Context: an optimization exercise on an open-source flow, tuned for a short achievable clock period and few clock cycles. The choices shown serve that exercise and are no tape-out recipe.
The RTL of this run was laid out without a check of its function.
Power and IR drop assume default switching activity.

==> flow/design.v <==
typedef enum bit [6:0] {
	op_lui   = 7'b0110111,  
	op_auipc = 7'b0010111,  
	op_jal   = 7'b1101111,  
	op_jalr  = 7'b1100111,  
	op_br    = 7'b1100011,  
	op_load  = 7'b0000011,  
	op_store = 7'b0100011,  
	op_imm   = 7'b0010011,  
	op_reg   = 7'b0110011,  
	op_csr   = 7'b1110011   
} rv32i_opcode_e;
typedef logic [6:0] rv32i_opcode;
typedef enum bit [2:0] {
	beq  = 3'b000,
	bne  = 3'b001,
	blt  = 3'b100,
	bge  = 3'b101,
	bltu = 3'b110,
	bgeu = 3'b111
} branch_funct3_t_e;
typedef logic [2:0] branch_funct3_t;
typedef enum bit [2:0] {
	lb  = 3'b000,
	lh  = 3'b001,
	lw  = 3'b010,
	lbu = 3'b100,
	lhu = 3'b101
} load_funct3_t_e;
typedef logic [2:0] load_funct3_t;
typedef enum bit [2:0] {
	sb = 3'b000,
	sh = 3'b001,
	sw = 3'b010
} store_funct3_t_e;
typedef logic [2:0] store_funct3_t;
typedef enum bit [2:0] {
	add  = 3'b000,  
	sll  = 3'b001,
	slt  = 3'b010,
	sltu = 3'b011,
	axor = 3'b100,
	sr   = 3'b101,  
	aor  = 3'b110,
	aand = 3'b111
} arith_funct3_t_e;
typedef logic [2:0] arith_funct3_t;
typedef enum bit [2:0] {
	alu_add = 3'b000,
	alu_sll = 3'b001,
	alu_sra = 3'b010,
	alu_sub = 3'b011,
	alu_xor = 3'b100,
	alu_srl = 3'b101,
	alu_or  = 3'b110,
	alu_and = 3'b111
} alu_ops_e;
typedef logic [2:0] alu_ops;
typedef logic [31:0] rv32i_word;
typedef logic [4:0] rv32i_reg;
typedef logic [3:0] rv32i_mem_wmask;
typedef struct packed {
	rv32i_opcode opcode;
	logic [2:0] alumux_sel;
	logic [2:0] alumux2_sel;
	logic [1:0] exoutmux_sel;
	alu_ops aluop;
	branch_funct3_t cmpop;
	logic is_branch;
	logic is_jump;
	logic is_jalr;
	logic write_data;
	logic read_data;
	logic [3:0] write_mask;
	logic [2:0] load_type;
	logic wbmux_sel;
	logic load_regfile;
	logic instr_type_load;  
	logic instr_type_store;  
	logic forwarding_exempt;
} rv32i_control_word;
module mux2 #(parameter width = 32)
(
	input sel,
	input [width-1:0] a, b,
	output logic [width-1:0] f
);
always_comb
begin
	if (sel == 0)
		f = a;
	else
		f = b;
	end
endmodule
module mux4 #(parameter width = 32)
(
	input [1:0] sel,
	input [width-1:0] a, b, c, d,
	output logic [width-1:0] f
);
logic [width-1:0] out;
assign f = out;
always_comb
begin
	if (sel == 2'b00)
		out = a;
	else if (sel == 2'b01)
		out = b;
	else if (sel == 2'b10)
		out = c;
	else  
		out = d;
	end
endmodule
module mux8 #(parameter width = 32)
(
	input [2:0] sel,
	input [width-1:0] a, b, c, d, e, f, g, h,
	output logic [width-1:0] i
);
logic [width-1:0] out;
assign i = out;
always_comb
begin
	unique case (sel)
		3'b000  : out = a;
		3'b001  : out = b;
		3'b010  : out = c;
		3'b011  : out = d;
		3'b100  : out = e;
		3'b101  : out = f;
		3'b110  : out = g;
		default : out = h;  
	endcase
end
endmodule
module alu
(
    input alu_ops aluop,
    input [31:0] a, b,
    output logic [31:0] f
);
always_comb
begin
    case (aluop)
        alu_add:  f = a + b;
        alu_sll:  f = a << b[4:0];
        alu_sra:  f = $signed(a) >>> b[4:0];
        alu_sub:  f = a - b;
        alu_xor:  f = a ^ b;
        alu_srl:  f = a >> b[4:0];
        alu_or:   f = a | b;
        alu_and:  f = a & b;
    endcase
end
endmodule
module cmp
(
	input branch_funct3_t cmpop,
	input rv32i_word a, b,
	output logic enable
);
logic out;
assign enable = out;
always_comb
begin
	case(cmpop)
		beq: out = a == b;
		bne: out = a != b;
		blt: out = $signed(a) < $signed(b);
		bge: out = $signed(a) >= $signed(b);
		bltu: out = a < b;
		bgeu: out = a >= b;
		slt: out = $signed(a) < $signed(b);
		sltu: out = a < b;
		default: begin
			out = 1'b0;
			$display("Unrecognized cmp: ", cmpop);
		end
	endcase
end
endmodule
module control_rom (
	input rv32i_opcode opcode,
	input logic [2:0] funct3,
	input logic [6:0] funct7,
	output rv32i_control_word ctrl
);
logic bit30;
assign bit30 = funct7[5];
always_comb
begin
	ctrl.opcode = opcode;
	ctrl.load_regfile = 1'b0;
	ctrl.alumux_sel = 3'b000;
	ctrl.alumux2_sel = 3'b000;
	ctrl.exoutmux_sel = 2'b00;
	ctrl.aluop = alu_add;
	ctrl.cmpop = funct3;
	ctrl.is_branch = 1'b0;
	ctrl.is_jump = 1'b0;
	ctrl.is_jalr = 1'b0;
	ctrl.write_data = 1'b0;
	ctrl.read_data = 1'b0;
	ctrl.write_mask = 4'b1111;
	ctrl.load_type = 3'b000;
	ctrl.wbmux_sel = 1'b0;
	ctrl.instr_type_load = 1'b0;
	ctrl.instr_type_store = 1'b0;
	ctrl.forwarding_exempt = 1'b0;
	case(opcode)
		op_lui: begin
			ctrl.load_regfile = 1'b1;
			ctrl.alumux_sel = 3'd2;
			ctrl.alumux2_sel = 3'd1;
			ctrl.forwarding_exempt = 1'b1;
		end
		op_auipc: begin
			ctrl.load_regfile = 1'b1;
			ctrl.alumux_sel = 3'd1;
			ctrl.alumux2_sel = 3'd1;
			ctrl.forwarding_exempt = 1'b1;
		end
		op_jal: begin
			ctrl.is_jump = 1'b1;
			ctrl.exoutmux_sel = 2'b10;
			ctrl.load_regfile = 1'b1;
			ctrl.forwarding_exempt = 1'b1;
		end
		op_jalr: begin
			ctrl.is_jump = 1'b1;
			ctrl.is_jalr = 1'b1;
			ctrl.exoutmux_sel = 2'b10;
			ctrl.load_regfile = 1'b1;
		end
		op_br: begin
			ctrl.is_branch = 1;
		end
		op_load: begin
			ctrl.load_regfile = 1'b1;
			ctrl.read_data = 1'b1;
			ctrl.wbmux_sel = 1'b1;
			ctrl.instr_type_load = 1'b1;
			case(funct3)
				lw: begin
					ctrl.load_type = 3'b000;  
				end
				lhu: begin
					ctrl.load_type = 3'b001;  
				end
				lh: begin
					ctrl.load_type = 3'b010;  
				end
				lbu: begin
					ctrl.load_type = 3'b011;  
				end
				lb: begin
					ctrl.load_type = 3'b100;  
				end
				default: $display("Unrecognized load: ", funct3);
			endcase
		end
		op_store: begin
			ctrl.alumux2_sel = 3'd2;
			ctrl.write_data = 1'b1;
			ctrl.instr_type_store = 1'b1;
			case(funct3)
				sb: ctrl.write_mask = 4'b0001;
				sh: ctrl.write_mask = 4'b0011;
				sw: ctrl.write_mask = 4'b1111;
				default: $display("Unrecognized store: ", funct3);
			endcase
		end
		op_imm: begin
			ctrl.load_regfile = 1'b1;
			case(funct3)
				slt: ctrl.exoutmux_sel = 2'b01;
				sltu: ctrl.exoutmux_sel = 2'b01;
				sr: ctrl.aluop = bit30 ? alu_sra : alu_srl;
				default: ctrl.aluop = funct3;  
			endcase
		end
		op_reg: begin
			ctrl.load_regfile = 1'b1;
			ctrl.alumux2_sel = 3'd3;
			case(funct3)
				slt: ctrl.exoutmux_sel = 2'b01;
				sltu: ctrl.exoutmux_sel = 2'b01;
				sr: ctrl.aluop = bit30 ? alu_sra : alu_srl;
				add: ctrl.aluop = bit30 ? alu_sub : alu_add;
				default: ctrl.aluop = funct3;  
			endcase
		end
		op_csr: begin
		end
		default: begin
			ctrl = 0;  
		end
	endcase
end
endmodule
module regfile
(
    input clk,
    input load,
    input [31:0] in,
    input [4:0] src_a, src_b, dest,
    output logic [31:0] reg_a, reg_b
);
logic [31:0] data [32]  ;
always_ff @(posedge clk)
begin
    if (load && dest)
    begin
        data[dest] <= in;
    end
end
always_comb
begin
    if (src_a == 5'd0)  
        reg_a = 32'b0;
    else  
        reg_a = load & (dest == src_a) ? in : data[src_a];
    if (src_b == 5'd0)  
        reg_b = 32'b0;
    else  
        reg_b = load & (dest == src_b) ? in : data[src_b];
end
endmodule
module pipeline_register #(parameter width = 32, parameter [width-1:0] reset_value = {width{1'b0}})
(
    input clk,
    input rst,
    input stall,
    input clear,
    input [width-1:0] in,
    output logic [width-1:0] out
);
logic [width-1:0] data;
always_ff @(posedge clk)
begin
    if (rst)
    begin
        data <= reset_value;
    end
    else if (~stall)
    begin
        data <= clear ? {width{1'b0}} : in;
    end
end
always_comb
begin
    out = data;
end
endmodule
module data_forwarding_unit (
	input rv32i_control_word EX_ctrl,
	input rv32i_control_word MEM_ctrl,
	input rv32i_control_word WB_ctrl,
	input rv32i_word EX_ir,
	input rv32i_word MEM_ir,
	input rv32i_word WB_ir,
	output logic stall_EX,
	output logic [2:0] rs1_outmux_sel,
	output logic [2:0] rs2_outmux_sel,
	output logic wdatabmux_sel
);
logic [4:0] EX_rs1, EX_rs2;
logic [4:0] MEM_rs2, MEM_dr;
logic [4:0] WB_dr;
assign EX_rs1 = EX_ir[19:15];
assign EX_rs2 = EX_ir[24:20];
assign MEM_rs2 = MEM_ir[24:20];
assign MEM_dr = MEM_ir[11:7];
assign WB_dr = WB_ir[11:7];
logic is_MEMMEM;
logic stall_condition, stall_match_rs1, stall_match_rs2;
assign stall_condition = MEM_ctrl.load_regfile & MEM_ctrl.instr_type_load
	& ~(MEM_dr == 0) & ~EX_ctrl.forwarding_exempt; 
assign stall_match_rs1 = EX_rs1 == MEM_dr;
assign stall_match_rs2 = EX_rs2 == MEM_dr;
assign stall_EX = stall_condition & (stall_match_rs1 | stall_match_rs2);
logic exex_condition, exex_match_rs1, exex_match_rs2;
assign exex_condition = MEM_ctrl.load_regfile & ~MEM_ctrl.instr_type_load
	& ~(MEM_dr == 0) & ~EX_ctrl.forwarding_exempt; 
assign exex_match_rs1 = EX_rs1 == MEM_dr;  
assign exex_match_rs2 = EX_rs2 == MEM_dr;  
logic memex_condition, memex_match_rs1, memex_match_rs2;
assign memex_condition = WB_ctrl.load_regfile & ~(WB_dr == 0)
	& ~EX_ctrl.forwarding_exempt;
assign memex_match_rs1 = EX_rs1 == WB_dr;
assign memex_match_rs2 = EX_rs2 == WB_dr;
logic memmem_condition, memmem_match_rs1, memmem_match_rs2;
assign memmem_condition = WB_ctrl.load_regfile & WB_ctrl.instr_type_load
	& ~(WB_dr == 0) & MEM_ctrl.instr_type_store;
assign memmem_match_rs2 = MEM_rs2 == WB_dr;  
assign is_MEMMEM = memmem_condition & memmem_match_rs2;
always_comb
begin
	if (exex_condition & exex_match_rs1)
		rs1_outmux_sel = 2'b01;
	else if (memex_condition & memex_match_rs1)
		rs1_outmux_sel = 2'b10;
	else
		rs1_outmux_sel = 2'b00;
	if (exex_condition & exex_match_rs2)
		rs2_outmux_sel = 2'b01;
	else if (memex_condition & memex_match_rs2)
		rs2_outmux_sel = 2'b10;
	else
		rs2_outmux_sel = 2'b00;
end
assign wdatabmux_sel = is_MEMMEM;
endmodule
module cpu
(
    input clk,
    input rst,
    output logic read_a,
    output logic [31:0] address_a,
    input logic resp_a,
    input logic [31:0] rdata_a,
    output logic read_b,
    output logic write_b,
    output logic [3:0] wmask_b,
    output logic [31:0] address_b,
    output logic [31:0] wdata_b,
    input logic resp_b,
    input logic [31:0] rdata_b
);
localparam int BI = 5;           
localparam int BT = 4;           
localparam int NB = 1 << BI;
assign read_a = 1'b1;
logic [31:0] fpc;
logic        D_v;
logic [31:0] D_ir, D_pc;
logic        D_pt, D_phit;
logic [1:0]  D_pctr;
logic [31:0] D_ptgt;
logic        E_v;
logic [31:0] E_pc, E_pc4, E_a, E_b, E_sd, E_tgt, E_ptgt, E_jp0, E_jp1;
logic        E_pt, E_phit, E_tmatch;
logic [1:0]  E_pctr;
logic [4:0]  E_rd;
logic        E_wr, E_ld, E_st, E_br, E_jal, E_jalr;
logic        E_fAM, E_fAW, E_fBM, E_fBW, E_fSM, E_fSW, E_sdW;
logic        E_rAdd, E_rSub, E_rXor, E_rOr, E_rAnd, E_rSll, E_rSrl, E_rSra, E_rSlt, E_rSltu, E_rLink;
logic        E_cEq, E_cNe, E_cLt, E_cGe, E_cLtu, E_cGeu;
logic [3:0]  E_mask;
logic [4:0]  E_lt;               
logic        M_v;
logic [31:0] M_res, M_sd;
logic [4:0]  M_rd;
logic        M_wr, M_ld, M_st, M_sdW;
logic [3:0]  M_mask;
logic [4:0]  M_lt;
logic        W_v;
logic [31:0] W_res;
logic [4:0]  W_rd;
logic        W_wr;
logic [31:0] rf [32];
logic           bv   [NB];
logic [BT-1:0]  btag [NB];
logic [31:2]    btgt [NB];
logic [1:0]     bctr [NB];
logic freeze, stall_D, E_mis, D_redir;
logic [31:0] E_cpc, D_rtgt;
assign freeze = M_v & (M_ld | M_st) & ~resp_b;
assign address_a = fpc;
logic [BI-1:0] f_idx;
logic [BT-1:0] f_tag;
logic f_hit, f_pt;
logic [31:0] f_next, f_tgt;
assign f_idx = fpc[BI+1:2];
assign f_tag = fpc[BI+BT+1:BI+2];
assign f_hit = bv[f_idx] & (btag[f_idx] == f_tag);
assign f_pt  = f_hit & bctr[f_idx][1];
assign f_tgt = {btgt[f_idx], 2'b00};
assign f_next = f_pt ? f_tgt : fpc + 32'd4;
always_ff @(posedge clk) begin
    if (rst) begin
        fpc <= 32'd0;
    end else if (!freeze) begin
        if (E_mis)
            fpc <= E_cpc;
        else if (!stall_D) begin
            if (D_redir)
                fpc <= D_rtgt;
            else if (resp_a)
                fpc <= f_next;
        end
    end
end
always_ff @(posedge clk) begin
    if (rst) begin
        D_v <= 1'b0;
    end else if (!freeze) begin
        if (E_mis || (!stall_D && D_redir))
            D_v <= 1'b0;
        else if (!stall_D)
            D_v <= resp_a;
    end
    if (!freeze && !stall_D) begin
        D_ir   <= rdata_a;
        D_pc   <= fpc;
        D_pt   <= f_pt;
        D_phit <= f_hit;
        D_pctr <= bctr[f_idx];
        D_ptgt <= f_tgt;
    end
end
logic [6:0] d_op;
logic [2:0] d_f3;
logic [4:0] d_rd, d_rs1, d_rs2;
logic d_lui, d_auipc, d_jal, d_jalr, d_br, d_ld, d_st, d_opi, d_opr;
logic d_wr, d_useA, d_useB;
logic [31:0] d_immI, d_immS, d_immB, d_immU, d_immJ, d_imm;
assign d_op  = D_ir[6:0];
assign d_f3  = D_ir[14:12];
assign d_rd  = D_ir[11:7];
assign d_rs1 = D_ir[19:15];
assign d_rs2 = D_ir[24:20];
assign d_lui   = d_op == 7'b0110111;
assign d_auipc = d_op == 7'b0010111;
assign d_jal   = d_op == 7'b1101111;
assign d_jalr  = d_op == 7'b1100111;
assign d_br    = d_op == 7'b1100011;
assign d_ld    = d_op == 7'b0000011;
assign d_st    = d_op == 7'b0100011;
assign d_opi   = d_op == 7'b0010011;
assign d_opr   = d_op == 7'b0110011;
assign d_wr   = (d_lui | d_auipc | d_jal | d_jalr | d_ld | d_opi | d_opr) & (d_rd != 5'd0);
assign d_useA = (d_jalr | d_br | d_ld | d_st | d_opi | d_opr) & (d_rs1 != 5'd0);
assign d_useB = (d_br | d_opr) & (d_rs2 != 5'd0);
assign d_immI = {{21{D_ir[31]}}, D_ir[30:20]};
assign d_immS = {{21{D_ir[31]}}, D_ir[30:25], D_ir[11:7]};
assign d_immB = {{20{D_ir[31]}}, D_ir[7], D_ir[30:25], D_ir[11:8], 1'b0};
assign d_immU = {D_ir[31:12], 12'h000};
assign d_immJ = {{12{D_ir[31]}}, D_ir[19:12], D_ir[20], D_ir[30:21], 1'b0};
always_comb begin
    if (d_st) d_imm = d_immS;
    else if (d_lui | d_auipc) d_imm = d_immU;
    else d_imm = d_immI;
end
logic [31:0] d_rfa, d_rfb;
logic W_wrv;
assign W_wrv = W_v & W_wr;
assign d_rfa = (W_wrv && W_rd == d_rs1) ? W_res : rf[d_rs1];
assign d_rfb = (W_wrv && W_rd == d_rs2) ? W_res : rf[d_rs2];
logic E_wrv, M_wrv;
assign E_wrv = E_v & E_wr;
assign M_wrv = M_v & M_wr;
logic d_aE, d_aM, d_bE, d_bM;
assign d_aE = E_wrv && E_rd == d_rs1;
assign d_aM = M_wrv && M_rd == d_rs1;
assign d_bE = E_wrv && E_rd == d_rs2;
assign d_bM = M_wrv && M_rd == d_rs2;
assign stall_D = D_v & E_v & E_ld & ((d_useA & d_aE) | (d_useB & d_bE));
logic [31:0] d_btgt;    
assign d_btgt = D_pc + (d_jal ? d_immJ : d_immB);
assign D_rtgt = d_btgt;
assign D_redir = D_v & ~D_pt & (d_jal | (d_br & D_ir[31]));
always_ff @(posedge clk) begin
    if (rst) begin
        E_v <= 1'b0;
    end else if (!freeze) begin
        E_v <= D_v & ~stall_D & ~E_mis;
    end
    if (!freeze) begin
        E_pc   <= D_pc;
        E_pc4  <= D_pc + 32'd4;
        E_a    <= d_lui ? 32'd0 : d_auipc ? D_pc : (d_rs1 == 5'd0 ? 32'd0 : d_rfa);
        E_b    <= (d_br | d_opr) ? (d_rs2 == 5'd0 ? 32'd0 : d_rfb) : d_imm;
        E_sd   <= d_rs2 == 5'd0 ? 32'd0 : d_rfb;
        E_tgt  <= d_btgt;
        E_pt   <= D_pt | D_redir;
        E_ptgt <= D_redir ? d_btgt : D_ptgt;
        E_tmatch <= D_redir | (D_ptgt == d_btgt);
        E_jp0  <= D_ptgt - d_immI;
        E_jp1  <= D_ptgt - d_immI + 32'd1;
        E_phit <= D_phit;
        E_pctr <= D_pctr;
        E_rd   <= d_rd;
        E_wr   <= d_wr;
        E_ld   <= d_ld;
        E_st   <= d_st;
        E_br   <= d_br;
        E_jal  <= d_jal;
        E_jalr <= d_jalr;
        E_fAM  <= d_useA & d_aE;
        E_fAW  <= d_useA & ~d_aE & d_aM;
        E_fBM  <= d_useB & d_bE;
        E_fBW  <= d_useB & ~d_bE & d_bM;
        E_fSM  <= d_st & (d_rs2 != 5'd0) & d_bE & ~E_ld;
        E_fSW  <= d_st & (d_rs2 != 5'd0) & ~d_bE & d_bM;
        E_sdW  <= d_st & (d_rs2 != 5'd0) & d_bE & E_ld;
        E_rAdd <= d_lui | d_auipc | d_ld | d_st | ((d_opi | d_opr) & d_f3 == 3'b000 & ~(d_opr & D_ir[30]));
        E_rSub <= d_opr & d_f3 == 3'b000 & D_ir[30];
        E_rSll <= (d_opi | d_opr) & d_f3 == 3'b001;
        E_rSlt <= (d_opi | d_opr) & d_f3 == 3'b010;
        E_rSltu<= (d_opi | d_opr) & d_f3 == 3'b011;
        E_rXor <= (d_opi | d_opr) & d_f3 == 3'b100;
        E_rSrl <= (d_opi | d_opr) & d_f3 == 3'b101 & ~D_ir[30];
        E_rSra <= (d_opi | d_opr) & d_f3 == 3'b101 & D_ir[30];
        E_rOr  <= (d_opi | d_opr) & d_f3 == 3'b110;
        E_rAnd <= (d_opi | d_opr) & d_f3 == 3'b111;
        E_rLink<= d_jal | d_jalr;
        E_cEq  <= d_f3 == 3'b000;
        E_cNe  <= d_f3 == 3'b001;
        E_cLt  <= d_f3 == 3'b100;
        E_cGe  <= d_f3 == 3'b101;
        E_cLtu <= d_f3 == 3'b110;
        E_cGeu <= d_f3 == 3'b111;
        E_mask <= d_f3[1] ? 4'b1111 : d_f3[0] ? 4'b0011 : 4'b0001;
        E_lt   <= {d_f3 == 3'b000, d_f3 == 3'b100, d_f3 == 3'b001, d_f3 == 3'b101, d_f3[1]};
    end
end
logic [31:0] x_a, x_b, x_sd;
assign x_a  = ({32{E_fAM}} & M_res) | ({32{E_fAW}} & W_res) | ({32{~E_fAM & ~E_fAW}} & E_a);
assign x_b  = ({32{E_fBM}} & M_res) | ({32{E_fBW}} & W_res) | ({32{~E_fBM & ~E_fBW}} & E_b);
assign x_sd = ({32{E_fSM}} & M_res) | ({32{E_fSW}} & W_res) | ({32{~E_fSM & ~E_fSW}} & E_sd);
logic [31:0] x_sum, x_diff, x_sll, x_srl, x_sra, x_res;
logic x_eq, x_ltu, x_lt;
assign x_sum  = x_a + x_b;
assign x_diff = x_a - x_b;
assign x_sll  = x_a << x_b[4:0];
assign x_srl  = x_a >> x_b[4:0];
assign x_sra  = $signed(x_a) >>> x_b[4:0];
assign x_eq   = x_a == x_b;
assign x_ltu  = x_a < x_b;
assign x_lt   = (x_a[31] ^ x_b[31]) ? x_a[31] : x_ltu;
assign x_res = ({32{E_rAdd}} & x_sum)
             | ({32{E_rSub}} & x_diff)
             | ({32{E_rSll}} & x_sll)
             | ({32{E_rSrl}} & x_srl)
             | ({32{E_rSra}} & x_sra)
             | ({32{E_rXor}} & (x_a ^ x_b))
             | ({32{E_rOr}}  & (x_a | x_b))
             | ({32{E_rAnd}} & (x_a & x_b))
             | {31'd0, (E_rSlt & x_lt) | (E_rSltu & x_ltu)}
             | ({32{E_rLink}} & E_pc4);
logic x_cond, x_taken, x_tok;
assign x_cond = (E_cEq & x_eq) | (E_cNe & ~x_eq) | (E_cLt & x_lt) | (E_cGe & ~x_lt)
              | (E_cLtu & x_ltu) | (E_cGeu & ~x_ltu);
assign x_taken = E_jal | E_jalr | (E_br & x_cond);
assign x_tok = E_jalr ? ((x_a == E_jp0) | (x_a == E_jp1)) : E_tmatch;
assign E_mis = E_v & (E_pt ? (~x_taken | ~x_tok) : x_taken);
assign E_cpc = E_jalr ? {x_sum[31:1], 1'b0} : ((E_jal | (E_br & x_cond)) ? E_tgt : E_pc4);
logic [BI-1:0] e_idx;
logic [1:0] e_ctr;
assign e_idx = E_pc[BI+1:2];
always_comb begin
    if (!E_br)
        e_ctr = 2'b11;
    else if (!E_phit)
        e_ctr = 2'b11;
    else if (x_cond)
        e_ctr = (E_pctr == 2'b11) ? 2'b11 : E_pctr + 2'd1;
    else
        e_ctr = (E_pctr == 2'b00) ? 2'b00 : E_pctr - 2'd1;
end
always_ff @(posedge clk) begin
    for (int i = 0; i < NB; i++) begin
        if (rst)
            bv[i] <= 1'b0;
        else if (!freeze && E_v && (E_jal || E_jalr || (E_br && (x_cond || E_phit))) && e_idx == i[BI-1:0])
            bv[i] <= 1'b1;
        if (!freeze && E_v && (E_jal || E_jalr || (E_br && (x_cond || E_phit))) && e_idx == i[BI-1:0]) begin
            btag[i] <= E_pc[BI+BT+1:BI+2];
            btgt[i] <= E_jalr ? x_sum[31:2] : E_tgt[31:2];
            bctr[i] <= e_ctr;
        end
    end
end
always_ff @(posedge clk) begin
    if (rst) begin
        M_v <= 1'b0;
    end else if (!freeze) begin
        M_v <= E_v;
    end
    if (!freeze) begin
        M_res  <= x_res;
        M_sd   <= x_sd;
        M_rd   <= E_rd;
        M_wr   <= E_wr;
        M_ld   <= E_ld;
        M_st   <= E_st;
        M_sdW  <= E_sdW;
        M_mask <= E_mask;
        M_lt   <= E_lt;
    end
end
assign read_b    = M_v & M_ld;
assign write_b   = M_v & M_st;
assign address_b = M_res;
assign wmask_b   = M_mask;
assign wdata_b   = M_sdW ? W_res : M_sd;
logic [31:0] m_ld;
assign m_ld = ({32{M_lt[0]}} & rdata_b)
            | ({32{M_lt[1]}} & {16'd0, rdata_b[15:0]})
            | ({32{M_lt[2]}} & {{16{rdata_b[15]}}, rdata_b[15:0]})
            | ({32{M_lt[3]}} & {24'd0, rdata_b[7:0]})
            | ({32{M_lt[4]}} & {{24{rdata_b[7]}}, rdata_b[7:0]});
always_ff @(posedge clk) begin
    if (rst) begin
        W_v <= 1'b0;
    end else if (!freeze) begin
        W_v <= M_v;
    end
    if (!freeze) begin
        W_res <= M_ld ? m_ld : M_res;
        W_rd  <= M_rd;
        W_wr  <= M_wr;
    end
end
always_ff @(posedge clk) begin
    if (W_wrv)
        rf[W_rd] <= W_res;
end
endmodule
==> flow/run.sh <==
#!/bin/bash
# synth_recipe.tcl (not shown) runs the flow's synth.tcl, then flattens the netlist and writes it again
# the make line also repeats each setting of config.mk as NAME=value (left out here)
make -C /OpenROAD-flow-scripts/flow DESIGN_CONFIG=/design/flow/config.mk WORK_HOME=/design/flow/orfs CLKGATE_MAP_FILE= SYNTH_SCRIPT=/design/flow/synth_recipe.tcl finish
==> flow/config.mk <==
export PLATFORM = sky130hd
export DESIGN_NAME = cpu
export DESIGN_NICKNAME = cpu
export VERILOG_FILES = /design/flow/design.v
export SDC_FILE = /design/flow/constraint.sdc
export NUM_CORES = 4
export LEC_CHECK = 0
export ABC_CLOCK_PERIOD_IN_PS = 3000
export CAP_MARGIN = 35
export CORE_MARGIN = 2
export CORE_UTILIZATION = 40
export SETUP_SLACK_MARGIN = 5.0
export SLEW_MARGIN = 35
==> flow/constraint.sdc <==
create_clock -name core_clock -period 8.5 [get_ports {clk}]
set_input_delay 1.7000 -clock core_clock [delete_from_list [all_inputs] [get_ports {clk}]]
set_output_delay 1.7000 -clock core_clock [all_outputs]
set_load 0.01 [all_outputs]
==> results.toml <==
[route]
viasPerCell = 6.89
drc_errors = 0
routed_wl_mm = 587
drt_iter0_markers = 17340
vias = 96630
post_drt_wl_per_cell_um = 41.8
ant_nets = 0
drt_first_pass_iters = 13

[logic_synthesis]
seq_area_frac_synth_pct = 63.9
synth_async_sr_flop_share_pct = 0
synth.cells.most_frequent = "edfxtp_1, mux4_2, nand2_1"
synth_cell_types = 110
yosysTopAreaCellShare_pct = 62.7
synth_ff_type = "edfxtp_1"
synth_area_um2 = 128000
syn_avg_cell_area_um2 = 15.4
synth_most_common_cell = "edfxtp_1"
synth_seq_cells = 2745
synthTopCellsByArea = "edfxtp_1, mux4_2, ha_1"
yosysWarnings = 5
synth-edff-count = 2667
synth_cells = 8315
synth_top_cell_by_area = "edfxtp_1"

[timing]
period_minus_slack_ns = 5.28
fin_skew_ns = 0.133
hold_viol = 0
fin_crit_sh_pct = 62.2
rsz0062_at_grt = "true"
tightest_slew_ns = 1.12
clock.fmax_mhz = 189
drv_slew = 0
fin_hold_ws_ns = 0.388
relSlewSlack_pct = 25.2
setup_viol = 0

[min_path]
hold_class = "flip-flop to flip-flop"

[power_and_ir_drop]
seq_power_share_pct = 43.3
p_clk_share_pct = 35.5
ir_drop_v = 0.000188
p_sw_share_pct = 29.4
power.share.combinational_pct = 21.2
internal_power_mw = 26.4
p_sw_mw = 11.0
leakage_nw = 58.2
p_per_area_nw_per_um2 = 222

[critical_path]
ff2ff_setup_slack_ns = 3.22
cp_max_fo = 12
path_class = "flip-flop to flip-flop"
crit_required_ns = 9.12
arrival_ns = 5.90
endpoint_kind = "flip-flop"
start_kind = "flip-flop"

[die]
core-area_um2 = 318000
die_w_um = 569
num_io_pins = 171
die_y_um = 569
die-area_um2 = 324000
row_count = 207
initial_core_util_pct = 40.2

[placement]
place.gp.congestion = 0.976
portBuffers = 168
dpl.cell_count = 12380
hpwlAfterDp_mm = 326

[global_route]
grt.total_usage_pct = 34.2
antenna_found_initial = 32
grt_overflow = 0
grt_max_degree = 153
grt_pass1_vias = 90729
grt_pass1_wl_mm = 765

[status]
status = "complete, no violations"

[clock_tree]
cts_max_level = 5
clockBufferDepth = 4
clk-insertion-delay-late_ns = 0.99
ctsHoldBuffers = 0
cts_tree = "done"
cts_root_buf = "clkbuf_16"
numCtsBuffers = 301
cts_sinks = 2745
clk_pin_slew_ns = 0.06

[cells_and_area]
seq_area_um2 = 81800
final_nets = 9819
fill_cells = 24971
multi_input_area_um2 = 49800
finalNonFillerCells = 14028
area_growth_pct = 31.9
drive_gt1_share_pct = 35.7

[run]
maxCapViolCount = 0
power groups by stage:
stage	Clock (mW)	Sequential [mW]	Combinational, mW
floorplan	0	16.2	2.85
global placement	0	16.5	5.05
detailed placement	0	16.5	5.10
CTS	13.2	16.2	7.10
global route	13.8	16.2	8.10
finish	13.3	16.2	7.95
final cells by class:
class | count | area share, %
clock buffers | 378 | 4.78
multi-input cells | 4817 | 29.5
clock inverters | 169 | 0.986
diodes | 21 | 0.0312
repair inverters | 2 | 0.0104
well taps | 4180 | 3.10
flip-flops and latches | 2745 | 48.5
inverters | 207 | 0.503
repair buffers | 1509 | 12.6
cell usage in the layout, fill, tap and decap left out, types with 121 or more instances in the layout:
cell type	instances
edfxtp_1	2667
mux4_2	643
buf_4	515
nand2_1	457
clkbuf_16	360
buf_6	327
nor2_1	308
a22oi_1	231
buf_12	231
a21oi_1	218
a22o_1	211
buf_16	182
inv_1	177
xnor2_1	166
a221oi_1	149
o21ai_0	129
nand4_1	121
registers in the layout (all words and copies together) (netlist names), 11 cells and up, named ones only:
| register | cells |
|---|---|
| btag | 128 |
| E_sd | 32 |
| E_jp1 | 32 |
| D_pc | 32 |
| E_tgt | 31 |
| E_a | 32 |
| E_b | 32 |
| rf | 1024 |
| E_pc4 | 30 |
| E_pc | 11 |
| E_jp0 | 32 |
| fpc | 32 |
| bv | 32 |
| bctr | 64 |
| M_res | 32 |
| W_res | 32 |
| D_ir | 32 |
| M_sd | 32 |
| D_ptgt | 30 |
| btgt | 960 |
routing by layer:
metal / vias to the layer above / track usage, % / part of all wire (%)
li1: 36592 / - / -
met3: 2193 / 10.1 / 14
met5: - / 1.55 / 0.11
met2: 8907 / 50.9 / 43
met4: 26 / 21.6 / 8.7
met1: 48912 / 43.7 / 34
logic make-up after synthesis:
logic type      synth area share (%)
xor+xnor                        2.14
mux                             13.2
flops                           63.9
compound gates                  10.9
other cells                  0.00293
fa+ha+maj                       1.67
simple gates                    5.74
buf+inv                         2.46
path summary, 6_finish.rpt:
path | startpoint | to | cells past startpoint
max | E_fAM$_DFFE_PN_ | btgt[12][27]$_DFFE_PP_ | 23
min | E_lt[0]$_DFFE_PN_ | M_lt[0]$_DFFE_PN_ | 0
min reg2reg | E_lt[0]$_DFFE_PN_ | M_lt[0]$_DFFE_PN_ | 0
max reg2reg | E_fAM$_DFFE_PN_ | btgt[12][27]$_DFFE_PP_ | 23
worst max-delay path, cell delays in order (launching register included):
cell and delay (ns):
edfxtp_1 0.45, buf_4 0.19, clkbuf_16 0.16, a22o_1 0.29, a21oi_1 0.23, buf_4 0.25
inv_1 0.12, ha_4 0.32, nor4_4 0.39, and3_4 0.35, nand3_2 0.17, mux2i_4 0.28
o21ai_4 0.12, a211oi_4 0.09, buf_6 0.16, buf_12 0.13, buf_6 0.11, buf_6 0.11
nor4_4 0.25, buf_6 0.17, buf_6 0.10, and2_4 0.17, buf_12 0.17, buf_16 0.15
metrics by stage:
stage          power, mW  util (%)  TNS, ns  area [µm²]  setup slack, ns
3_3_place_gp        21.6      42.6        0      136000             1.21
2_1_floorplan       19.1         -  -808.29      128000           -0.725
5_1_grt             38.1      53.0        0      169000             3.11
6_report            37.5      53.0        0      169000             3.22
3_5_place_dp        21.6      42.7        0      136000             1.23
4_1_cts             36.5      51.4        0      163000             3.39
timing repair:
item / in CTS / in global routing
buffers inserted: 598 / 194
pin swaps: 237 / 259
endpoints found under the setup margin: 2982 / 2762
gates resized for setup: 1949 / 476
cloned: 218 / 63

## static timing again, ports no longer ideal
The flow's constraints put no driver on any port. The routed layout listed below was extracted and timed again, unchanged, in two steps.
Step 1 (the two cells are an assumption about what drives the block):
set clk [get_ports {clk}]
set_driving_cell -lib_cell sky130_fd_sc_hd__clkbuf_16 $clk
set_driving_cell -lib_cell sky130_fd_sc_hd__buf_2 [delete_from_list [all_inputs] $clk]
Step 2 also shifts input and output timing later by t, the mid clock arrival at the registers, as if the neighbouring blocks saw the same clock.
Three values: no drivers, after step 1, after step 2; two values: the first two.
shift t [ns]: 1.026
slack for setup (ns): 3.217 / 3.217 / 3.217
hold slack, ns: 0.388 / 0.388 / 0.388
clock arrival spread, ns: 0.159 / 0.159
worst data-port slew with drivers (ns): 0.07
After both steps setup and hold are still met in this run. For this run, drivers alone change the setup slack by 0.000 ns; drivers and shift together by 0.000 ns.
